From an optimization exercise on the open Yosys and OpenROAD flow, aimed at small area, a short achievable clock period and few clock cycles per item; shortcuts taken in it are not production practice.
No run shown here included a check of the RTL's function; only the layout flow was run.

==> flow/design.v (outline; a module is shown in full before it is edited, if it fits) <==
// module Zeta: 138 lines
// module Montgomery_Reduce: 1225 lines
// module Butterfly: 107 lines
// module FA: 4 lines
// module HA: 4 lines
// module NTT: 220 lines
module NTT #(
  parameter KYBER_K = 2,
  parameter KYBER_N = 256,
  parameter KYBER_Q = 3329,
  parameter COEFF_SZ = 16
)(
  input clk,
  input reset_n,
  input enable,
  input [COEFF_SZ-1 : 0] Coef_RData,
  output reg  [7 : 0] Coef_RAd,
  output reg  [0 : 0] Coef_WEN,
  output reg  [7 : 0] Coef_WAd,
  output reg  [COEFF_SZ-1 : 0] Coef_WData,
  output reg Poly_NTT_done
);
  // ...
==> flow/run.sh <==
#!/bin/bash
# synth_recipe.tcl (not shown) runs the flow's synth.tcl, then flattens the netlist and writes it again
# the make line also repeats each setting of config.mk as NAME=value (left out here)
make -C /OpenROAD-flow-scripts/flow DESIGN_CONFIG=/design/flow/config.mk WORK_HOME=/design/flow/orfs CLKGATE_MAP_FILE= SYNTH_SCRIPT=/design/flow/synth_recipe.tcl finish
==> flow/config.mk <==
export PLATFORM = sky130hd
export DESIGN_NAME = NTT
export DESIGN_NICKNAME = NTT
export VERILOG_FILES = /design/flow/design.v
export SDC_FILE = /design/flow/constraint.sdc
export NUM_CORES = 8
export LEC_CHECK = 0
export CAP_MARGIN = 20
export CORE_MARGIN = 2
export CORE_UTILIZATION = 40
export CTS_BUF_LIST = sky130_fd_sc_hd__clkbuf_16
export CTS_CLUSTER_DIAMETER = 100
export CTS_CLUSTER_SIZE = 30
export PLACE_DENSITY = 0.6
export SETUP_SLACK_MARGIN = 5
export SLEW_MARGIN = 20
export SYNTH_HIERARCHICAL = 1
export SYNTH_MINIMUM_KEEP_SIZE = 0
==> flow/constraint.sdc <==
create_clock -name core_clock -period 8.0 [get_ports {clk}]
set_input_delay 1.6000 -clock core_clock [delete_from_list [all_inputs] [get_ports {clk}]]
set_output_delay 1.6000 -clock core_clock [all_outputs]
set_load 0.01 [all_outputs]
==> results.txt, run 1 <==
outcome=timing/DRC/antenna clean; count of cell types in the netlist=103; worst hold path class=flop to flop; grt ovf=0; Final period util=roughly 38%; Synth Area in Simple Gates=15.66%; mux share of post-synthesis cell area=4.077%; Post-Synth XOR/XNOR Area=2.783%; number of clock buffers in the layout=22; DRT iter0 DRCs=1818; most area-hungry cell type in the Yosys netlist=dfxtp_1; crit-path most repeated cell=nand2_2; Tapcell Cnt=855; WP data arrival=3.48 ns; DRC=0; ant diodes=1; hold worst-path end=RD2[0]; Post-Route Utilization=43.50%; Seq area share=33.68%; Seq. cell area=9447 sq um; Port Buffers=52; min-delay src=RD[0]; reg-to-reg startpoint=u[4]; busiest grt layer=met2; WP buf/inv=1; CP Depth=11; hold path depth=0; post-DR vias/cell=about 5.6; # Max-Cap Violations=0; fraction of layout cells with a size suffix above 1=7.865%; Non-CTS buffers=83; Synth Area in Compound Gates=approximately 14%; count leader, synth=nand2_1; DR WL met2=32540 um; met2 usage=33.03%; CP max stage delay=~0.52 ns; GRT Resource Usage Total=20.62%; die extent in y=259.5 um; worst setup path endpoint=u[11]; DP Area=27130 sq um
==> module Butterfly, before the edit <==
module Butterfly (
  input  [15:0] u,
  input  [15:0] rS,
  input  [15:0] rC,
  input         rk,
  output [15:0] o0,
  output [15:0] o1
);
wire b_1;
wire b_2;
wire b_3;
wire b_4;
wire b_5;
wire b_6;
wire b_7;
wire b_8;
wire b_9;
wire b_10;
wire b_11;
wire b_12;
wire b_13;
wire b_14;
wire b_15;
wire b_16;
wire b_17;
wire b_18;
wire b_19;
wire b_20;
wire b_21;
wire b_22;
wire b_23;
wire b_24;
wire b_25;
wire b_26;
wire b_27;
wire b_28;
wire b_29;
wire b_30;
wire b_31;
wire b_32;
wire b_33;
wire b_34;
wire b_35;
wire b_36;
wire b_37;
wire b_38;
wire b_39;
wire b_40;
wire b_41;
wire b_42;
wire b_43;
wire b_44;
wire b_45;
wire b_46;
wire b_47;
wire b_48;
wire b_49;
wire b_50;
wire b_51;
wire b_52;
wire b_53;
wire b_54;
wire b_55;
wire b_56;
wire b_57;
wire b_58;
wire b_59;
wire b_60;
wire b_61;
wire b_62;
wire b_63;
wire b_64;
FA b_fa1 (.a(u[0]), .b(rS[0]), .c(rC[0]), .s(b_1), .co(b_2));
FA b_fa2 (.a(~u[0]), .b(rS[0]), .c(rC[0]), .s(b_3), .co(b_4));
FA b_fa3 (.a(u[1]), .b(rS[1]), .c(rC[1]), .s(b_5), .co(b_6));
FA b_fa4 (.a(~u[1]), .b(rS[1]), .c(rC[1]), .s(b_7), .co(b_8));
FA b_fa5 (.a(u[2]), .b(rS[2]), .c(rC[2]), .s(b_9), .co(b_10));
FA b_fa6 (.a(~u[2]), .b(rS[2]), .c(rC[2]), .s(b_11), .co(b_12));
FA b_fa7 (.a(u[3]), .b(rS[3]), .c(rC[3]), .s(b_13), .co(b_14));
FA b_fa8 (.a(~u[3]), .b(rS[3]), .c(rC[3]), .s(b_15), .co(b_16));
FA b_fa9 (.a(u[4]), .b(rS[4]), .c(rC[4]), .s(b_17), .co(b_18));
FA b_fa10 (.a(~u[4]), .b(rS[4]), .c(rC[4]), .s(b_19), .co(b_20));
FA b_fa11 (.a(u[5]), .b(rS[5]), .c(rC[5]), .s(b_21), .co(b_22));
FA b_fa12 (.a(~u[5]), .b(rS[5]), .c(rC[5]), .s(b_23), .co(b_24));
FA b_fa13 (.a(u[6]), .b(rS[6]), .c(rC[6]), .s(b_25), .co(b_26));
FA b_fa14 (.a(~u[6]), .b(rS[6]), .c(rC[6]), .s(b_27), .co(b_28));
FA b_fa15 (.a(u[7]), .b(rS[7]), .c(rC[7]), .s(b_29), .co(b_30));
FA b_fa16 (.a(~u[7]), .b(rS[7]), .c(rC[7]), .s(b_31), .co(b_32));
FA b_fa17 (.a(u[8]), .b(rS[8]), .c(rC[8]), .s(b_33), .co(b_34));
FA b_fa18 (.a(~u[8]), .b(rS[8]), .c(rC[8]), .s(b_35), .co(b_36));
FA b_fa19 (.a(u[9]), .b(rS[9]), .c(rC[9]), .s(b_37), .co(b_38));
FA b_fa20 (.a(~u[9]), .b(rS[9]), .c(rC[9]), .s(b_39), .co(b_40));
FA b_fa21 (.a(u[10]), .b(rS[10]), .c(rC[10]), .s(b_41), .co(b_42));
FA b_fa22 (.a(~u[10]), .b(rS[10]), .c(rC[10]), .s(b_43), .co(b_44));
FA b_fa23 (.a(u[11]), .b(rS[11]), .c(rC[11]), .s(b_45), .co(b_46));
FA b_fa24 (.a(~u[11]), .b(rS[11]), .c(rC[11]), .s(b_47), .co(b_48));
FA b_fa25 (.a(u[12]), .b(rS[12]), .c(rC[12]), .s(b_49), .co(b_50));
FA b_fa26 (.a(~u[12]), .b(rS[12]), .c(rC[12]), .s(b_51), .co(b_52));
FA b_fa27 (.a(u[13]), .b(rS[13]), .c(rC[13]), .s(b_53), .co(b_54));
FA b_fa28 (.a(~u[13]), .b(rS[13]), .c(rC[13]), .s(b_55), .co(b_56));
FA b_fa29 (.a(u[14]), .b(rS[14]), .c(rC[14]), .s(b_57), .co(b_58));
FA b_fa30 (.a(~u[14]), .b(rS[14]), .c(rC[14]), .s(b_59), .co(b_60));
FA b_fa31 (.a(u[15]), .b(rS[15]), .c(rC[15]), .s(b_61), .co(b_62));
FA b_fa32 (.a(~u[15]), .b(rS[15]), .c(rC[15]), .s(b_63), .co(b_64));
assign o0 = {b_61, b_57, b_53, b_49, b_45, b_41, b_37, b_33, b_29, b_25, b_21, b_17, b_13, b_9, b_5, b_1} + {{b_58, b_54, b_50, b_46, b_42, b_38, b_34, b_30, b_26, b_22, b_18, b_14, b_10, b_6, b_2}, rk};
assign o1 = ~({b_63, b_59, b_55, b_51, b_47, b_43, b_39, b_35, b_31, b_27, b_23, b_19, b_15, b_11, b_7, b_3} + {{b_60, b_56, b_52, b_48, b_44, b_40, b_36, b_32, b_28, b_24, b_20, b_16, b_12, b_8, b_4}, rk});
endmodule
==> module NTT, before the edit <==
module NTT #(
  parameter KYBER_K = 2,
  parameter KYBER_N = 256,
  parameter KYBER_Q = 3329,
  parameter COEFF_SZ = 16
)(
  input clk,
  input reset_n,
  input enable,
  input [COEFF_SZ-1 : 0] Coef_RData,
  output reg  [7 : 0] Coef_RAd,
  output reg  [0 : 0] Coef_WEN,
  output reg  [7 : 0] Coef_WAd,
  output reg  [COEFF_SZ-1 : 0] Coef_WData,
  output reg Poly_NTT_done
);
function [7:0] addr;
  input [7:0] G;
  input [1:0] xsel;
  addr = G[6] ? {G[5:1], xsel, G[0]} : {G[5:3], xsel, G[2:0]};
endfunction
function [6:0] zidx1;
  input [7:0] G;
  zidx1 = G[6] ? {2'd1, G[5:1]} : {4'd1, G[5:3]};
endfunction
function [6:0] zidx2;
  input [7:0] G;
  zidx2 = G[6] ? {1'd1, G[5:1], 1'b0} : {3'd1, G[5:3], 1'b0};
endfunction
reg running;    
reg        p0;           
reg [11:0] q;            
reg [5:0]  f0, f0m1, f0m2;    
reg        ownV, ownU, ownZ;  
wire [11:0] qn = {q[10:0], q[11]};             
wire [5:0]  f0n = q[11] ? f0 + 6'd1 : f0;       
reg [2:0] rk0;
always @(*)
  case (1'b1)
    qn[0]:   rk0 = 3'd7;
    qn[2]:   rk0 = 3'd3;
    qn[4]:   rk0 = 3'd6;
    qn[5]:   rk0 = 3'd5;
    qn[6]:   rk0 = 3'd2;
    qn[7]:   rk0 = 3'd1;
    qn[9]:   rk0 = 3'd4;
    default: rk0 = 3'd0;
  endcase
wire [7:0] raddr0 = {rk0, f0n[4:0]};
reg [2:0] wk0;
always @(*)
  case (1'b1)
    qn[9]:   wk0 = 3'd4;
    qn[10]:  wk0 = 3'd2;
    qn[11]:  wk0 = 3'd6;
    qn[0]:   wk0 = 3'd3;
    qn[1]:   wk0 = 3'd7;
    qn[2]:   wk0 = 3'd5;
    qn[4]:   wk0 = 3'd0;
    default: wk0 = 3'd1;
  endcase
wire [5:0] wG0     = (qn[9] | qn[10] | qn[11] | qn[0]) ? f0m1 : f0m2;
wire       wslot0  = ~(qn[3] | qn[6] | qn[7] | qn[8]);
wire       wvalid0 = p0 & wslot0 & ~wG0[5];
wire [7:0] waddr0  = {wk0, wG0[4:0]};
reg [6:0] zidx0;
always @(*)
  case (1'b1)
    q[1]:         zidx0 = 7'd6;
    q[2]:         zidx0 = 7'd5;
    q[3]:         zidx0 = 7'd7;
    q[6] | q[10]: zidx0 = 7'd2;
    q[7] | q[11]: zidx0 = 7'd3;
    q[8]:         zidx0 = 7'd4;
    default:      zidx0 = 7'd1;
  endcase
reg       p1;             
reg [3:0] sl;             
reg [8:0] nF, nFm1;       
reg [8:0] wP, wQ;         
wire [3:0] ns = {sl[2:0], sl[3]};    
wire [7:0] rG   = (ns[0] | ns[2]) ? nF[7:0] : nFm1[7:0];
wire [1:0] rsel = {ns[0] | ns[1], ns[0] | ns[2]};
wire [7:0] raddr1 = addr(rG, rsel);
reg  [6:0] zidx;
reg  [6:0] zidx1_n;
always @(*)
  case (1'b1)
    ns[1]:   zidx1_n = zidx1(nF[7:0]);
    ns[2]:   zidx1_n = zidx1(nFm1[7:0]);
    ns[3]:   zidx1_n = zidx2(nFm1[7:0]);
    default: zidx1_n = {zidx[6:1], 1'b1};
  endcase
wire [8:0] wG1     = (ns[2] | ns[3]) ? wP : wQ;
reg  [1:0] wsel1;
always @(*)
  case (1'b1)
    ns[0]:   wsel1 = 2'd1;
    ns[1]:   wsel1 = 2'd3;
    ns[2]:   wsel1 = 2'd0;
    default: wsel1 = 2'd2;
  endcase
wire       wvalid1 = p1 & ~wG1[8] & wG1[7];
wire [7:0] waddr1  = addr(wG1[7:0], wsel1);
wire       last    = p1 && ns[2] && nF == 9'd259;    
reg  [15:0] V, RD, RD2, O0, O1, X, Y, H1, H2;
wire [15:0] rS, rC, o0, o1;
wire        rk;
reg  [15:0] u;            
wire [11:0] zeta;
Zeta M0 (.clka(clk), .addra(zidx), .douta(zeta));
Montgomery_Reduce P0 (.clk(clk), .v(V), .zeta(zeta), .rS(rS), .rC(rC), .rk(rk));
Butterfly BF (.u(u), .rS(rS), .rC(rC), .rk(rk), .o0(o0), .o1(o1));
wire vR  = ownV ? (q[1] | q[5] | q[6] | q[10]) : (sl[1] | sl[2]);
wire vO0 = ownV ? (q[2] | q[7] | q[11])        : sl[3];
wire vX  = ownV ? (q[0] | q[8])                : sl[0];
wire vY  = ownV & (q[3] | q[4]);
wire uD  = ownU ? (q[2] | q[5] | q[9] | q[10]) : (sl[1] | sl[2]);
wire uo  = ownU ? (q[3] | q[11])               : sl[3];
wire uO1 = ownU ? (q[0] | q[4])                : sl[0];
wire uO0 = ownU & q[6];
wire uY  = ownU & (q[7] | q[8]);
wire wO0 = p0 ? (qn[9] | qn[10] | qn[11] | qn[4]) : (ns[2] | ns[3]);
wire wY  = p0 ? (qn[0] | qn[1])                   : (ns[0] | ns[1]);
wire wH1 = p0 & qn[2];
always @(posedge clk) begin
  case (1'b1)
    vR:      V <= Coef_RData;
    vO0:     V <= O0;
    vX:      V <= X;
    vY:      V <= Y;
    default: V <= H1;
  endcase
  RD  <= Coef_RData;
  RD2 <= RD;
  case (1'b1)
    uo:      u <= o0;
    uD:      u <= RD2;
    uO1:     u <= O1;
    uO0:     u <= O0;
    uY:      u <= Y;
    default: u <= H2;
  endcase
  O0 <= o0;
  O1 <= o1;
  X  <= O1;
  Y  <= X;
  if (q[1])  H1 <= O0;
  if (q[10]) H1 <= Y;
  if (q[5])  H2 <= O0;
  zidx <= ownZ ? zidx0 : zidx1_n;
  case (1'b1)
    wO0:     Coef_WData <= O0;
    wY:      Coef_WData <= Y;
    wH1:     Coef_WData <= H1;
    default: Coef_WData <= X;
  endcase
  Coef_WAd <= p0 ? waddr0 : waddr1;
end
always @(posedge clk) begin
  if (running) begin
    if (p0) begin
      q  <= qn;
      f0 <= f0n;
      if (q[11]) begin
        f0m1 <= f0;
        f0m2 <= f0m1;
      end
    end
    if (f0[5] & ~f0[0] & q[8]) begin
      ownZ     <= 1'b0;
      p1       <= 1'b1;
      Coef_RAd <= addr(8'd128, 2'd3);
    end else
      Coef_RAd <= p1 ? raddr1 : raddr0;
    if (f0[5] & ~f0[0] & q[9]) ownV <= 1'b0;
    if (f0[5] &  f0[0] & q[1]) ownU <= 1'b0;
    if (f0[5] &  f0[0] & q[4]) p0   <= 1'b0;
    if (p1) begin
      sl <= ns;
      if (sl[2]) begin
        nF   <= nF + 9'd1;
        nFm1 <= nF;
        wP   <= wP + 9'd1;
        wQ   <= wP;
      end
    end
  end else begin
    p0       <= 1'b1;
    q        <= 12'd1;
    f0       <= 6'd0;
    f0m1     <= 6'h3f;
    f0m2     <= 6'h3e;
    ownV     <= 1'b1;
    ownU     <= 1'b1;
    ownZ     <= 1'b1;
    p1       <= 1'b0;
    sl       <= 4'd1;
    nF       <= 9'd128;
    nFm1     <= 9'd127;
    wP       <= 9'd125;
    wQ       <= 9'd124;
    Coef_RAd <= 8'd224;      
  end
end
always @(posedge clk, negedge reset_n) begin
  if (!reset_n) begin
    running       <= 1'b0;
    Coef_WEN      <= 1'b0;
    Poly_NTT_done <= 1'b0;
  end else begin
    Poly_NTT_done <= running && last;
    Coef_WEN      <= running && !last && (wvalid0 | wvalid1);
    if (running) begin
      if (last) running <= 1'b0;
    end else if (enable)
      running <= 1'b1;
  end
end
endmodule
==> inputs of run 2 (changes only) <==
--- a/flow/design.v
+++ b/flow/design.v
@@ -1042,17 +1042,19 @@
 FA s2_fa21 (.a(m0[21]), .b(m1[21]), .c(m2[21]), .s(s2_43), .co(s2_44));
 FA s2_fa22 (.a(m0[22]), .b(m1[22]), .c(m2[22]), .s(s2_45), .co(s2_46));
 FA s2_fa23 (.a(m0[23]), .b(m1[23]), .c(m2[23]), .s(s2_47), .co(s2_48));
 FA s2_fa24 (.a(m0[24]), .b(m1[24]), .c(m2[24]), .s(s2_49), .co(s2_50));
 FA s2_fa25 (.a(m0[25]), .b(m1[25]), .c(m2[25]), .s(s2_51), .co(s2_52));
 FA s2_fa26 (.a(m0[26]), .b(m1[26]), .c(m2[26]), .s(s2_53), .co(s2_54));
 FA s2_fa27 (.a(m0[27]), .b(m1[27]), .c(m2[27]), .s(s2_55), .co(s2_56));
 FA s2_fa28 (.a(m0[28]), .b(m1[28]), .c(m2[28]), .s(s2_57), .co(s2_58));
-wire [28:0] a = ~({s2_57, s2_55, s2_53, s2_51, s2_49, s2_47, s2_45, s2_43, s2_41, s2_39, s2_37, s2_35, s2_33, s2_31, s2_29, s2_27, s2_25, s2_23, s2_21, s2_19, s2_17, s2_15, s2_13, s2_11, s2_9, s2_7, s2_5, s2_3, m2[0]} + {s2_56, s2_54, s2_52, s2_50, s2_48, s2_46, s2_44, s2_42, s2_40, s2_38, s2_36, s2_34, s2_32, s2_30, s2_28, s2_26, s2_24, s2_22, s2_20, s2_18, s2_16, s2_14, s2_12, s2_10, s2_8, s2_6, s2_4, s2_2, s2_1});
+wire [28:0] asum;
+ADD29 s2_add (.a({s2_57, s2_55, s2_53, s2_51, s2_49, s2_47, s2_45, s2_43, s2_41, s2_39, s2_37, s2_35, s2_33, s2_31, s2_29, s2_27, s2_25, s2_23, s2_21, s2_19, s2_17, s2_15, s2_13, s2_11, s2_9, s2_7, s2_5, s2_3, m2[0]}), .b({s2_56, s2_54, s2_52, s2_50, s2_48, s2_46, s2_44, s2_42, s2_40, s2_38, s2_36, s2_34, s2_32, s2_30, s2_28, s2_26, s2_24, s2_22, s2_20, s2_18, s2_16, s2_14, s2_12, s2_10, s2_8, s2_6, s2_4, s2_2, s2_1}), .s(asum));
+wire [28:0] a = ~asum;
 reg  [28:0] ar;
 wire s3_1;
 wire s3_2;
 wire s3_3;
 wire s3_4;
 wire s3_5;
 wire s3_6;
 wire s3_7;
@@ -1090,17 +1092,18 @@
 FA s3_fa3 (.a(ar[6]), .b(~ar[3]), .c(s3_7), .s(s3_15), .co(s3_16));
 HA s3_ha5 (.a(ar[9]), .b(ar[1]), .s(s3_17), .co(s3_18));
 FA s3_fa4 (.a(ar[10]), .b(ar[2]), .c(ar[1]), .s(s3_19), .co(s3_20));
 FA s3_fa5 (.a(ar[11]), .b(ar[3]), .c(ar[2]), .s(s3_21), .co(s3_22));
 FA s3_fa6 (.a(~ar[0]), .b(s3_1), .c(s3_9), .s(s3_23), .co(s3_24));
 FA s3_fa7 (.a(s3_2), .b(s3_10), .c(s3_11), .s(s3_25), .co(s3_26));
 FA s3_fa8 (.a(s3_4), .b(s3_13), .c(s3_12), .s(s3_27), .co(s3_28));
 FA s3_fa9 (.a(s3_6), .b(s3_15), .c(s3_14), .s(s3_29), .co(s3_30));
-wire [7:0] th = {s3_29, s3_27, s3_25, s3_23, s3_21, s3_19, ar[0], ar[8]} + {s3_28, s3_26, s3_24, s3_22, s3_20, s3_18, s3_17, ar[0]};
+wire [7:0] th;
+ADD8 s3_add (.a({s3_29, s3_27, s3_25, s3_23, s3_21, s3_19, ar[0], ar[8]}), .b({s3_28, s3_26, s3_24, s3_22, s3_20, s3_18, s3_17, ar[0]}), .s(th));
 reg  [15:0] t;
 reg  [28:0] a2;
 wire s4_1;
 wire s4_2;
 wire s4_3;
 wire s4_4;
 wire s4_5;
 wire s4_6;
@@ -1460,18 +1463,157 @@
 FA b_fa25 (.a(u[12]), .b(rS[12]), .c(rC[12]), .s(b_49), .co(b_50));
 FA b_fa26 (.a(~u[12]), .b(rS[12]), .c(rC[12]), .s(b_51), .co(b_52));
 FA b_fa27 (.a(u[13]), .b(rS[13]), .c(rC[13]), .s(b_53), .co(b_54));
 FA b_fa28 (.a(~u[13]), .b(rS[13]), .c(rC[13]), .s(b_55), .co(b_56));
 FA b_fa29 (.a(u[14]), .b(rS[14]), .c(rC[14]), .s(b_57), .co(b_58));
 FA b_fa30 (.a(~u[14]), .b(rS[14]), .c(rC[14]), .s(b_59), .co(b_60));
 FA b_fa31 (.a(u[15]), .b(rS[15]), .c(rC[15]), .s(b_61), .co(b_62));
 FA b_fa32 (.a(~u[15]), .b(rS[15]), .c(rC[15]), .s(b_63), .co(b_64));
-assign o0 = {b_61, b_57, b_53, b_49, b_45, b_41, b_37, b_33, b_29, b_25, b_21, b_17, b_13, b_9, b_5, b_1} + {{b_58, b_54, b_50, b_46, b_42, b_38, b_34, b_30, b_26, b_22, b_18, b_14, b_10, b_6, b_2}, rk};
-assign o1 = ~({b_63, b_59, b_55, b_51, b_47, b_43, b_39, b_35, b_31, b_27, b_23, b_19, b_15, b_11, b_7, b_3} + {{b_60, b_56, b_52, b_48, b_44, b_40, b_36, b_32, b_28, b_24, b_20, b_16, b_12, b_8, b_4}, rk});
+wire [15:0] o1n;
+ADD16 b_add0 (.a({b_61, b_57, b_53, b_49, b_45, b_41, b_37, b_33, b_29, b_25, b_21, b_17, b_13, b_9, b_5, b_1}), .b({{b_58, b_54, b_50, b_46, b_42, b_38, b_34, b_30, b_26, b_22, b_18, b_14, b_10, b_6, b_2}, rk}), .s(o0));
+ADD16 b_add1 (.a({b_63, b_59, b_55, b_51, b_47, b_43, b_39, b_35, b_31, b_27, b_23, b_19, b_15, b_11, b_7, b_3}), .b({{b_60, b_56, b_52, b_48, b_44, b_40, b_36, b_32, b_28, b_24, b_20, b_16, b_12, b_8, b_4}, rk}), .s(o1n));
+assign o1 = ~o1n;
+endmodule
+module ADD29 (input [28:0] a, input [28:0] b, output [28:0] s);
+wire [28:0] p = a ^ b;
+wire [28:0] g0 = a & b;
+wire G1 = g0[1] | (p[1] & g0[0]);
+wire G2 = g0[3] | (p[3] & g0[2]);
+wire P2 = p[3] & p[2];
+wire G3 = g0[5] | (p[5] & g0[4]);
+wire P3 = p[5] & p[4];
+wire G4 = g0[7] | (p[7] & g0[6]);
+wire P4 = p[7] & p[6];
+wire G5 = g0[9] | (p[9] & g0[8]);
+wire P5 = p[9] & p[8];
+wire G6 = g0[11] | (p[11] & g0[10]);
+wire P6 = p[11] & p[10];
+wire G7 = g0[13] | (p[13] & g0[12]);
+wire P7 = p[13] & p[12];
+wire G8 = g0[15] | (p[15] & g0[14]);
+wire P8 = p[15] & p[14];
+wire G9 = g0[17] | (p[17] & g0[16]);
+wire P9 = p[17] & p[16];
+wire G10 = g0[19] | (p[19] & g0[18]);
+wire P10 = p[19] & p[18];
+wire G11 = g0[21] | (p[21] & g0[20]);
+wire P11 = p[21] & p[20];
+wire G12 = g0[23] | (p[23] & g0[22]);
+wire P12 = p[23] & p[22];
+wire G13 = g0[25] | (p[25] & g0[24]);
+wire P13 = p[25] & p[24];
+wire G14 = g0[27] | (p[27] & g0[26]);
+wire P14 = p[27] & p[26];
+wire G15 = G2 | (P2 & G1);
+wire G16 = G4 | (P4 & G3);
+wire P16 = P4 & P3;
+wire G17 = G6 | (P6 & G5);
+wire P17 = P6 & P5;
+wire G18 = G8 | (P8 & G7);
+wire P18 = P8 & P7;
+wire G19 = G10 | (P10 & G9);
+wire P19 = P10 & P9;
+wire G20 = G12 | (P12 & G11);
+wire P20 = P12 & P11;
+wire G21 = G14 | (P14 & G13);
+wire P21 = P14 & P13;
+wire G22 = G16 | (P16 & G15);
+wire G23 = G18 | (P18 & G17);
+wire P23 = P18 & P17;
+wire G24 = G20 | (P20 & G19);
+wire P24 = P20 & P19;
+wire G25 = G23 | (P23 & G22);
+wire G26 = G24 | (P24 & G25);
+wire G27 = G17 | (P17 & G22);
+wire G28 = G19 | (P19 & G25);
+wire G29 = G21 | (P21 & G26);
+wire G30 = G3 | (P3 & G15);
+wire G31 = G5 | (P5 & G22);
+wire G32 = G7 | (P7 & G27);
+wire G33 = G9 | (P9 & G25);
+wire G34 = G11 | (P11 & G28);
+wire G35 = G13 | (P13 & G26);
+wire G36 = g0[2] | (p[2] & G1);
+wire G37 = g0[4] | (p[4] & G15);
+wire G38 = g0[6] | (p[6] & G30);
+wire G39 = g0[8] | (p[8] & G22);
+wire G40 = g0[10] | (p[10] & G31);
+wire G41 = g0[12] | (p[12] & G27);
+wire G42 = g0[14] | (p[14] & G32);
+wire G43 = g0[16] | (p[16] & G25);
+wire G44 = g0[18] | (p[18] & G33);
+wire G45 = g0[20] | (p[20] & G28);
+wire G46 = g0[22] | (p[22] & G34);
+wire G47 = g0[24] | (p[24] & G26);
+wire G48 = g0[26] | (p[26] & G35);
+wire G49 = g0[28] | (p[28] & G29);
+assign s = p ^ {G29, G48, G35, G47, G26, G46, G34, G45, G28, G44, G33, G43, G25, G42, G32, G41, G27, G40, G31, G39, G22, G38, G30, G37, G15, G36, G1, g0[0], 1'b0};
+endmodule
+module ADD16 (input [15:0] a, input [15:0] b, output [15:0] s);
+wire [15:0] p = a ^ b;
+wire [15:0] g0 = a & b;
+wire G1 = g0[1] | (p[1] & g0[0]);
+wire G2 = g0[3] | (p[3] & g0[2]);
+wire P2 = p[3] & p[2];
+wire G3 = g0[5] | (p[5] & g0[4]);
+wire P3 = p[5] & p[4];
+wire G4 = g0[7] | (p[7] & g0[6]);
+wire P4 = p[7] & p[6];
+wire G5 = g0[9] | (p[9] & g0[8]);
+wire P5 = p[9] & p[8];
+wire G6 = g0[11] | (p[11] & g0[10]);
+wire P6 = p[11] & p[10];
+wire G7 = g0[13] | (p[13] & g0[12]);
+wire P7 = p[13] & p[12];
+wire G8 = g0[15] | (p[15] & g0[14]);
+wire P8 = p[15] & p[14];
+wire G9 = G2 | (P2 & G1);
+wire G10 = G4 | (P4 & G3);
+wire P10 = P4 & P3;
+wire G11 = G6 | (P6 & G5);
+wire P11 = P6 & P5;
+wire G12 = G8 | (P8 & G7);
+wire P12 = P8 & P7;
+wire G13 = G10 | (P10 & G9);
+wire G14 = G12 | (P12 & G11);
+wire P14 = P12 & P11;
+wire G15 = G14 | (P14 & G13);
+wire G16 = G11 | (P11 & G13);
+wire G17 = G3 | (P3 & G9);
+wire G18 = G5 | (P5 & G13);
+wire G19 = G7 | (P7 & G16);
+wire G20 = g0[2] | (p[2] & G1);
+wire G21 = g0[4] | (p[4] & G9);
+wire G22 = g0[6] | (p[6] & G17);
+wire G23 = g0[8] | (p[8] & G13);
+wire G24 = g0[10] | (p[10] & G18);
+wire G25 = g0[12] | (p[12] & G16);
+wire G26 = g0[14] | (p[14] & G19);
+assign s = p ^ {G26, G19, G25, G16, G24, G18, G23, G13, G22, G17, G21, G9, G20, G1, g0[0], 1'b0};
+endmodule
+module ADD8 (input [7:0] a, input [7:0] b, output [7:0] s);
+wire [7:0] p = a ^ b;
+wire [7:0] g0 = a & b;
+wire G1 = g0[1] | (p[1] & g0[0]);
+wire G2 = g0[3] | (p[3] & g0[2]);
+wire P2 = p[3] & p[2];
+wire G3 = g0[5] | (p[5] & g0[4]);
+wire P3 = p[5] & p[4];
+wire G4 = g0[7] | (p[7] & g0[6]);
+wire P4 = p[7] & p[6];
+wire G5 = G2 | (P2 & G1);
+wire G6 = G4 | (P4 & G3);
+wire P6 = P4 & P3;
+wire G7 = G6 | (P6 & G5);
+wire G8 = G3 | (P3 & G5);
+wire G9 = g0[2] | (p[2] & G1);
+wire G10 = g0[4] | (p[4] & G5);
+wire G11 = g0[6] | (p[6] & G8);
+assign s = p ^ {G11, G8, G10, G5, G9, G1, g0[0], 1'b0};
 endmodule
 module FA (input a, input b, input c, output s, output co);
 assign s = a ^ b ^ c;
 assign co = (a & b) | (a & c) | (b & c);
 endmodule
 module HA (input a, input b, output s, output co);
 assign s = a ^ b;
 assign co = a & b;
@@ -1490,209 +1632,127 @@
   output reg  [0 : 0] Coef_WEN,
   output reg  [7 : 0] Coef_WAd,
   output reg  [COEFF_SZ-1 : 0] Coef_WData,
   output reg Poly_NTT_done
 );
 function [7:0] addr;
   input [7:0] G;
   input [1:0] xsel;
-  addr = G[6] ? {G[5:1], xsel, G[0]} : {G[5:3], xsel, G[2:0]};
+  case (G[7:6])
+    2'd0:    addr = {xsel, G[5:0]};
+    2'd1:    addr = {G[5], xsel, G[4:0]};
+    2'd2:    addr = {G[5:3], xsel, G[2:0]};
+    default: addr = {G[5:1], xsel, G[0]};
+  endcase
 endfunction
 function [6:0] zidx1;
   input [7:0] G;
-  zidx1 = G[6] ? {2'd1, G[5:1]} : {4'd1, G[5:3]};
+  case (G[7:6])
+    2'd0:    zidx1 = 7'd1;
+    2'd1:    zidx1 = {6'd1, G[5]};
+    2'd2:    zidx1 = {4'd1, G[5:3]};
+    default: zidx1 = {2'd1, G[5:1]};
+  endcase
 endfunction
 function [6:0] zidx2;
   input [7:0] G;
-  zidx2 = G[6] ? {1'd1, G[5:1], 1'b0} : {3'd1, G[5:3], 1'b0};
-endfunction
-reg running;    
-reg        p0;           
-reg [11:0] q;            
-reg [5:0]  f0, f0m1, f0m2;    
-reg        ownV, ownU, ownZ;  
-wire [11:0] qn = {q[10:0], q[11]};             
-wire [5:0]  f0n = q[11] ? f0 + 6'd1 : f0;       
-reg [2:0] rk0;
-always @(*)
-  case (1'b1)
-    qn[0]:   rk0 = 3'd7;
-    qn[2]:   rk0 = 3'd3;
-    qn[4]:   rk0 = 3'd6;
-    qn[5]:   rk0 = 3'd5;
-    qn[6]:   rk0 = 3'd2;
-    qn[7]:   rk0 = 3'd1;
-    qn[9]:   rk0 = 3'd4;
-    default: rk0 = 3'd0;
-  endcase
-wire [7:0] raddr0 = {rk0, f0n[4:0]};
-reg [2:0] wk0;
-always @(*)
-  case (1'b1)
-    qn[9]:   wk0 = 3'd4;
-    qn[10]:  wk0 = 3'd2;
-    qn[11]:  wk0 = 3'd6;
-    qn[0]:   wk0 = 3'd3;
-    qn[1]:   wk0 = 3'd7;
-    qn[2]:   wk0 = 3'd5;
-    qn[4]:   wk0 = 3'd0;
-    default: wk0 = 3'd1;
-  endcase
-wire [5:0] wG0     = (qn[9] | qn[10] | qn[11] | qn[0]) ? f0m1 : f0m2;
-wire       wslot0  = ~(qn[3] | qn[6] | qn[7] | qn[8]);
-wire       wvalid0 = p0 & wslot0 & ~wG0[5];
-wire [7:0] waddr0  = {wk0, wG0[4:0]};
-reg [6:0] zidx0;
-always @(*)
-  case (1'b1)
-    q[1]:         zidx0 = 7'd6;
-    q[2]:         zidx0 = 7'd5;
-    q[3]:         zidx0 = 7'd7;
-    q[6] | q[10]: zidx0 = 7'd2;
-    q[7] | q[11]: zidx0 = 7'd3;
-    q[8]:         zidx0 = 7'd4;
-    default:      zidx0 = 7'd1;
+  case (G[7:6])
+    2'd1:    zidx2 = {5'd1, G[5], 1'b0};
+    2'd2:    zidx2 = {3'd1, G[5:3], 1'b0};
+    default: zidx2 = {1'd1, G[5:1], 1'b0};
   endcase
-reg       p1;             
+endfunction
+reg       running;
 reg [3:0] sl;             
 reg [8:0] nF, nFm1;       
-reg [8:0] wP, wQ;         
+reg       wdbl;           
 wire [3:0] ns = {sl[2:0], sl[3]};    
 wire [7:0] rG   = (ns[0] | ns[2]) ? nF[7:0] : nFm1[7:0];
 wire [1:0] rsel = {ns[0] | ns[1], ns[0] | ns[2]};
-wire [7:0] raddr1 = addr(rG, rsel);
+wire [7:0] raddr_n = addr(rG, rsel);
 reg  [6:0] zidx;
-reg  [6:0] zidx1_n;
+reg  [6:0] zidx_n;
 always @(*)
   case (1'b1)
-    ns[1]:   zidx1_n = zidx1(nF[7:0]);
-    ns[2]:   zidx1_n = zidx1(nFm1[7:0]);
-    ns[3]:   zidx1_n = zidx2(nFm1[7:0]);
-    default: zidx1_n = {zidx[6:1], 1'b1};
+    ns[1]:   zidx_n = zidx1(nF[7:0]);
+    ns[2]:   zidx_n = zidx1(nFm1[7:0]);
+    ns[3]:   zidx_n = zidx2(nFm1[7:0]);
+    default: zidx_n = {zidx[6:1], 1'b1};
   endcase
-wire [8:0] wG1     = (ns[2] | ns[3]) ? wP : wQ;
-reg  [1:0] wsel1;
+wire [11:0] zeta;
+Zeta M0 (.clka(clk), .addra(zidx), .douta(zeta));
+reg  [8:0] wP, wQ;
+wire       wuseP = wdbl ? (ns[2] | ns[3]) : (ns[0] | ns[2]);
+wire [8:0] wG = wuseP ? wP : wQ;
+reg  [1:0] wsel;
 always @(*)
   case (1'b1)
-    ns[0]:   wsel1 = 2'd1;
-    ns[1]:   wsel1 = 2'd3;
-    ns[2]:   wsel1 = 2'd0;
-    default: wsel1 = 2'd2;
+    ns[0]:   wsel = 2'd1;
+    ns[1]:   wsel = wdbl ? 2'd3 : 2'd0;
+    ns[2]:   wsel = wdbl ? 2'd0 : 2'd3;
+    default: wsel = 2'd2;
   endcase
-wire       wvalid1 = p1 & ~wG1[8] & wG1[7];
-wire [7:0] waddr1  = addr(wG1[7:0], wsel1);
-wire       last    = p1 && ns[2] && nF == 9'd259;    
-reg  [15:0] V, RD, RD2, O0, O1, X, Y, H1, H2;
+wire       wvalid = wdbl ? (~wG[8] & (wG[7:6] != 2'd0)) : (wG[8:6] == 3'd0);
+wire [7:0] waddr_n = addr(wG[7:0], wsel);
+wire       wd_o0 = wdbl ? (ns[2] | ns[3]) : (ns[0] | ns[1]);
+reg  [15:0] V, RD, RD2, O0, O1, X, Y;
 wire [15:0] rS, rC, o0, o1;
 wire        rk;
 reg  [15:0] u;            
-wire [11:0] zeta;
-Zeta M0 (.clka(clk), .addra(zidx), .douta(zeta));
 Montgomery_Reduce P0 (.clk(clk), .v(V), .zeta(zeta), .rS(rS), .rC(rC), .rk(rk));
 Butterfly BF (.u(u), .rS(rS), .rC(rC), .rk(rk), .o0(o0), .o1(o1));
-wire vR  = ownV ? (q[1] | q[5] | q[6] | q[10]) : (sl[1] | sl[2]);
-wire vO0 = ownV ? (q[2] | q[7] | q[11])        : sl[3];
-wire vX  = ownV ? (q[0] | q[8])                : sl[0];
-wire vY  = ownV & (q[3] | q[4]);
-wire uD  = ownU ? (q[2] | q[5] | q[9] | q[10]) : (sl[1] | sl[2]);
-wire uo  = ownU ? (q[3] | q[11])               : sl[3];
-wire uO1 = ownU ? (q[0] | q[4])                : sl[0];
-wire uO0 = ownU & q[6];
-wire uY  = ownU & (q[7] | q[8]);
-wire wO0 = p0 ? (qn[9] | qn[10] | qn[11] | qn[4]) : (ns[2] | ns[3]);
-wire wY  = p0 ? (qn[0] | qn[1])                   : (ns[0] | ns[1]);
-wire wH1 = p0 & qn[2];
 always @(posedge clk) begin
-  case (1'b1)
-    vR:      V <= Coef_RData;
-    vO0:     V <= O0;
-    vX:      V <= X;
-    vY:      V <= Y;
-    default: V <= H1;
-  endcase
+  if (sl[1] | sl[2])  V <= Coef_RData;
+  else if (sl[3])     V <= O0;
+  else                V <= X;
   RD  <= Coef_RData;
   RD2 <= RD;
-  case (1'b1)
-    uo:      u <= o0;
-    uD:      u <= RD2;
-    uO1:     u <= O1;
-    uO0:     u <= O0;
-    uY:      u <= Y;
-    default: u <= H2;
-  endcase
+  if (sl[1] | sl[2]) u <= RD2;
+  else if (sl[3])    u <= o0;
+  else               u <= O1;
   O0 <= o0;
   O1 <= o1;
   X  <= O1;
   Y  <= X;
-  if (q[1])  H1 <= O0;
-  if (q[10]) H1 <= Y;
-  if (q[5])  H2 <= O0;
-  zidx <= ownZ ? zidx0 : zidx1_n;
-  case (1'b1)
-    wO0:     Coef_WData <= O0;
-    wY:      Coef_WData <= Y;
-    wH1:     Coef_WData <= H1;
-    default: Coef_WData <= X;
-  endcase
-  Coef_WAd <= p0 ? waddr0 : waddr1;
+  zidx <= zidx_n;
+  Coef_WData <= wd_o0 ? O0 : Y;
+  Coef_WAd <= waddr_n;
 end
 always @(posedge clk) begin
   if (running) begin
-    if (p0) begin
-      q  <= qn;
-      f0 <= f0n;
-      if (q[11]) begin
-        f0m1 <= f0;
-        f0m2 <= f0m1;
-      end
-    end
-    if (f0[5] & ~f0[0] & q[8]) begin
-      ownZ     <= 1'b0;
-      p1       <= 1'b1;
-      Coef_RAd <= addr(8'd128, 2'd3);
-    end else
-      Coef_RAd <= p1 ? raddr1 : raddr0;
-    if (f0[5] & ~f0[0] & q[9]) ownV <= 1'b0;
-    if (f0[5] &  f0[0] & q[1]) ownU <= 1'b0;
-    if (f0[5] &  f0[0] & q[4]) p0   <= 1'b0;
-    if (p1) begin
-      sl <= ns;
-      if (sl[2]) begin
-        nF   <= nF + 9'd1;
-        nFm1 <= nF;
-        wP   <= wP + 9'd1;
-        wQ   <= wP;
+    sl       <= ns;
+    Coef_RAd <= raddr_n;
+    if (sl[2]) begin
+      nF   <= nF + 9'd1;
+      nFm1 <= nF;
+      if (nF == 9'd66) wdbl <= 1'b1;
+      else begin
+        wP <= wP + 9'd1;
+        wQ <= wP;
       end
     end
   end else begin
-    p0       <= 1'b1;
-    q        <= 12'd1;
-    f0       <= 6'd0;
-    f0m1     <= 6'h3f;
-    f0m2     <= 6'h3e;
-    ownV     <= 1'b1;
-    ownU     <= 1'b1;
-    ownZ     <= 1'b1;
-    p1       <= 1'b0;
     sl       <= 4'd1;
-    nF       <= 9'd128;
-    nFm1     <= 9'd127;
-    wP       <= 9'd125;
-    wQ       <= 9'd124;
-    Coef_RAd <= 8'd224;      
+    nF       <= 9'd0;
+    nFm1     <= 9'h1ff;
+    wP       <= 9'h1fe;
+    wQ       <= 9'h1fd;
+    wdbl     <= 1'b0;
+    Coef_RAd <= addr(8'd0, 2'd3);
   end
 end
+wire last = ns[2] && nF == 9'd259;    
 always @(posedge clk, negedge reset_n) begin
   if (!reset_n) begin
     running       <= 1'b0;
     Coef_WEN      <= 1'b0;
     Poly_NTT_done <= 1'b0;
   end else begin
     Poly_NTT_done <= running && last;
-    Coef_WEN      <= running && !last && (wvalid0 | wvalid1);
+    Coef_WEN      <= running && !last && wvalid;
     if (running) begin
       if (last) running <= 1'b0;
     end else if (enable)
       running <= 1'b1;
   end
 end
 endmodule
==> run 2 against run 1 <==
  * First-iteration DRC count is 41% lower
  * Sequential cell count is 65 lower
  * Final cell count is 19% lower
  * Die area is 15% lower
==> results.txt, run 2 <==
Root Buffer=clkbuf_16 (unchanged); final instance area=23610 sq um (was 28040 sq um); IO Pins=53 (unchanged); worst skew pair latency=0.54 ns (was 0.59 ns); DIE AREA=57070 sq um (was 67350 sq um); Port Buffers=52 (unchanged); CP required=8.42 ns (was 8.47 ns); Fillers=5213 (was 6239); nets=2510 (was 2979); core area=54770 sq um (was 64460 sq um); largest net degree at the start of global routing=79 (was 96); first-pass GRT wire length=83010 um (was 110000 um); Post-synth EDFFs=6 (was 38); WP buf/inv=1 (unchanged); CP max stage delay=0.49 ns (was 0.52 ns); hold_buf cts=0 (unchanged); top_reg_cell synth=dfxtp_1 (unchanged); top cells by area, synth=dfxtp_1 (34%), fa_1 (23%), ha_1 (6.5%), nand2_1 (5.3%), inv_1 (3.3%) (was dfxtp_1 (31%), fa_1 (17%), nand2_1 (6.2%), ha_1 (5.8%), edfxtp_1 (4.4%)); clock buffer depth=3 (unchanged); most area-hungry cell type in the Yosys netlist=dfxtp_1 (unchanged); CTS clk-pin slew, worst paths=0.11 ns (about the same); crit-path cells=fa_1, ha_2, fa_2, a211oi_2, o21a_2, a211o_1, buf_4, nand2_2, fa_2, xor2_2, mux2i_1, o21ai_0 (was fa_1, ha_4, nand2_2, or3_4, a21boi_4, nand2_2, o21ai_1, xor2_1, buf_4, nor2_1, a311oi_2); hold path depth=0 (unchanged); RSZ-0062 raised after global routing=yes (unchanged); Synth async-reset ratio=0.7792% (was 0.6667%); H-tree depth=1 (unchanged); drt wl/cell=18.03 um (was 20.20 um); post-detailed-routing wire length=51110 um (was 70450 um); CP Launch Type=flop (unchanged); grt ovf=0 (unchanged); effective utilization at floorplan=40.30% (was 40.51%); die extent in y=238.9 um (was 259.5 um); max FFs per register=29 (unchanged); DRC=0 (unchanged); CTS tree=built (unchanged); Die Wd=238.9 um (was 259.5 um); crit-path most repeated cell=fa_2 (was nand2_2); fraction of layout cells with a size suffix above 1=8.169% (was 7.865%); Slew Limit Fails=0 (unchanged); Final Skew=0.01562 ns (was 0.04145 ns); Synth top area share=34.11% (was 31.35%); area delta synth->final=6.990% (was 7.378%); family with the most delay on the worst path=adder cells (unchanged); Most flops, register=P0.ar (unchanged); yosys warns=9 (unchanged); count leader, synth=dfxtp_1 (was nand2_1); Worst path slowest cell=fa_1 (unchanged); setup TNS=0 ns (unchanged); most frequent cells in the layout=dfxtp_1 (346), nand2_1 (308), fa_1 (242) (was nand2_1 (429), dfxtp_1 (376), fa_1 (217)); Worst setup EP type=flop (unchanged); synthesized flop and latch total=385 (was 450); Worst Tran Pin Value=0.8721 ns (was 1.060 ns); minimum clock period=3.104 ns (was 3.007 ns); Final WS setup=4.896 ns (was 4.993 ns); most frequent cells after synthesis=dfxtp_1 (376), nand2_1 (309), fa_1 (250) (was nand2_1 (430), dfxtp_1 (409), fa_1 (220)); GRT Resource Usage Total=18.12% (was 20.62%); final setup fails=0 (unchanged); Final period util=38.80% (was 37.59%); initial antenna violation count=0 (was 1); CTS Buf Count=17 (was 21); Syn Area/Cell=10.28 sq um (was 9.756 sq um); Placement Setup Slack=4.697 ns (was 4.730 ns); Seq. cell area=7820 sq um (was 9447 sq um); CP Depth=12 (was 11); number of global-route vias before repair=15.52k (was 19.18k); area of the multi-input gates=13040 sq um (was 15690 sq um); outcome=timing/DRC/antenna clean (unchanged); count of cell types in the netlist=96 (was 103); WP data arrival=3.52 ns (was 3.48 ns); total vias in the final route=15.07k (was 19.41k); worst r2r path cells=12 (was 11); Slew headroom=41.79% (was 29.09%); ant diodes=0 (was 1); row cnt=86 (was 93); Post-Syn Instances=2147 (was 2677); DR pass1 iterations=5 (was 8); Crit Path Max Fanout=3 (was 4); HPWL Detailed=37170 um (was 50210 um); DRT iter0 DRCs=1081 (was 1818); crit path kind=flop to flop (unchanged); Clock Sinks=385 (was 450); final hold violations=0 (unchanged); DP Area=22900 sq um (was 27130 sq um); commonest non-fill, non-tap cell in the layout=dfxtp_1 (was nand2_1); # Max-Cap Violations=0 (unchanged); Synth Cell Area=22070 sq um (was 26120 sq um); Seq/Total Area, Yosys=35.26% (was 36.01%); Final ANT Viol Nets=0 (unchanged); fmax=322.2 MHz (was 332.5 MHz); worst hold path class=flop to flop (unchanged); Largest regs=P0.ar x29, P0.m0 x26 (unchanged); GPL Wtd Cong=0.9149 (was 0.9146); post-DR vias/cell=5.319 (was 5.566)
[run 2: cell types whose count changed after synthesis, moves of 20 or more]
cell | before | now
dfxtp_1 | 409 | 376
a21oi_1 | 113 | 84
a211oi_1 | 44 | 12
edfxtp_1 | 38 | 6
a21o_1 | 33 | 13
inv_1 | 112 | 193
clkbuf_1 | 108 | 38
nor3_1 | 55 | 20
nor2_1 | 119 | 57
and3_1 | 30 | 5
o21ai_0 | 119 | 84
fa_1 | 220 | 250
nand2_1 | 430 | 309
[run 2: per-module statistics from Yosys (local to each module, per instance)]
module / flops+latches / cells inside / times used
Butterfly: 0 / 32 / 1
NTT: 210 / 652 / 1
Montgomery_Reduce: 163 / 490 / 1
ADD8: 0 / 25 / 1
HA: 0 / 1 / 24
ADD16: 0 / 65 / 2
Zeta: 12 / 427 / 1
ADD29: 0 / 151 / 1
FA: 0 / 1 / 216
[run 2: cell families (layout without fill, tap and decap cells)]
family	Yosys count	in the layout	share of synthesized area, %
other	2	12	0.03403
multiplexers	76	76	3.589
AO/OA/AOI/OAI	361	361	10.87
XOR/XNOR	47	47	1.865
AND/OR/NAND/NOR	591	591	12.61
buffers and inverters	320	293	6.565
adder cells (fa/ha/maj)	365	365	29.20
flip-flops	385	385	35.26
[run 2: per-layer routing]
layer  part of all wire, %  wire (um)  global-route usage (%)  vias to the layer above
met2                    47      23990                   30.31                      479
met1                    45      22810                   24.33                     7492
li1                      -          -                       -                     7014
met3                   5.5       2789                   2.494                       89
met4                   3.0       1520                   5.701                        0
met5                     0          0                       0                        -
[run 2: final timing paths]
path | start | endpoint | slack, ns
worst max-delay path | u[0] | u[13] | 4.90
worst min-delay path | RD[8] | RD2[8] | 0.34
worst max register to register | u[0] | u[13] | 4.90
worst min register to register | RD[8] | RD2[8] | 0.34
max in group asynchronous | reset_n | Poly_NTT_done | 6.65
min in group asynchronous | reset_n | running | 1.22
[run 2: final cells by class]
class / instances / area share (%)
well taps: 704 / 3.730
clock inverters: 6 / 0.2279
flip-flops and latches: 385 / 33.12
repair buffers: 75 / 2.787
multi-input cells: 1452 / 55.24
inverters: 195 / 3.100
clock buffers: 17 / 1.802
[run 2: metrics by stage]
| stage | instances | hold slack (ns) | utilization [%] |
|---|---|---|---|
| finish | 2834 | 0.3357 | 43.11 |
| global route | 2834 | 0.3391 | 43.11 |
| CTS | 2828 | 0.3385 | 42.87 |
| detailed placement | 2802 | 0.3121 | 41.81 |
| global placement | 2802 | 0.3099 | 41.81 |
| floorplan | 2157 | 0.3096 | - |
[run 2: timing repair]
item | in CTS | in global routing
resized for setup | 77 | 28
pin swaps | 11 | 23
setup buffers | 3 | 6
endpoints found under the setup margin | 71 | 35

[static timing again, ports no longer ideal]
The results above use ideal ports. As a check the final layouts listed here were re-extracted and re-timed, cells and wires unchanged. Step 1 assumes that a clkbuf_16 drives the clock port and a buf_2 every other input. Step 2 adds t to the input delays and takes it off the output delays; t is the mean of the earliest and latest rising clock arrival at the registers after step 1. Input paths then give back, and output paths get back, about the clock's delay inside the block. a / b / c = ideal / step 1 / step 2; a / b = the first two.
run | t, ns | setup slack, ns | worst slew at a driven data input, ns
run 1 | 0.627 | 4.993 / 4.993 / 4.993 | 0.04
run 2 | 0.590 | 4.896 / 4.896 / 4.896 | 0.04
After both steps setup and hold are still met in every run listed.
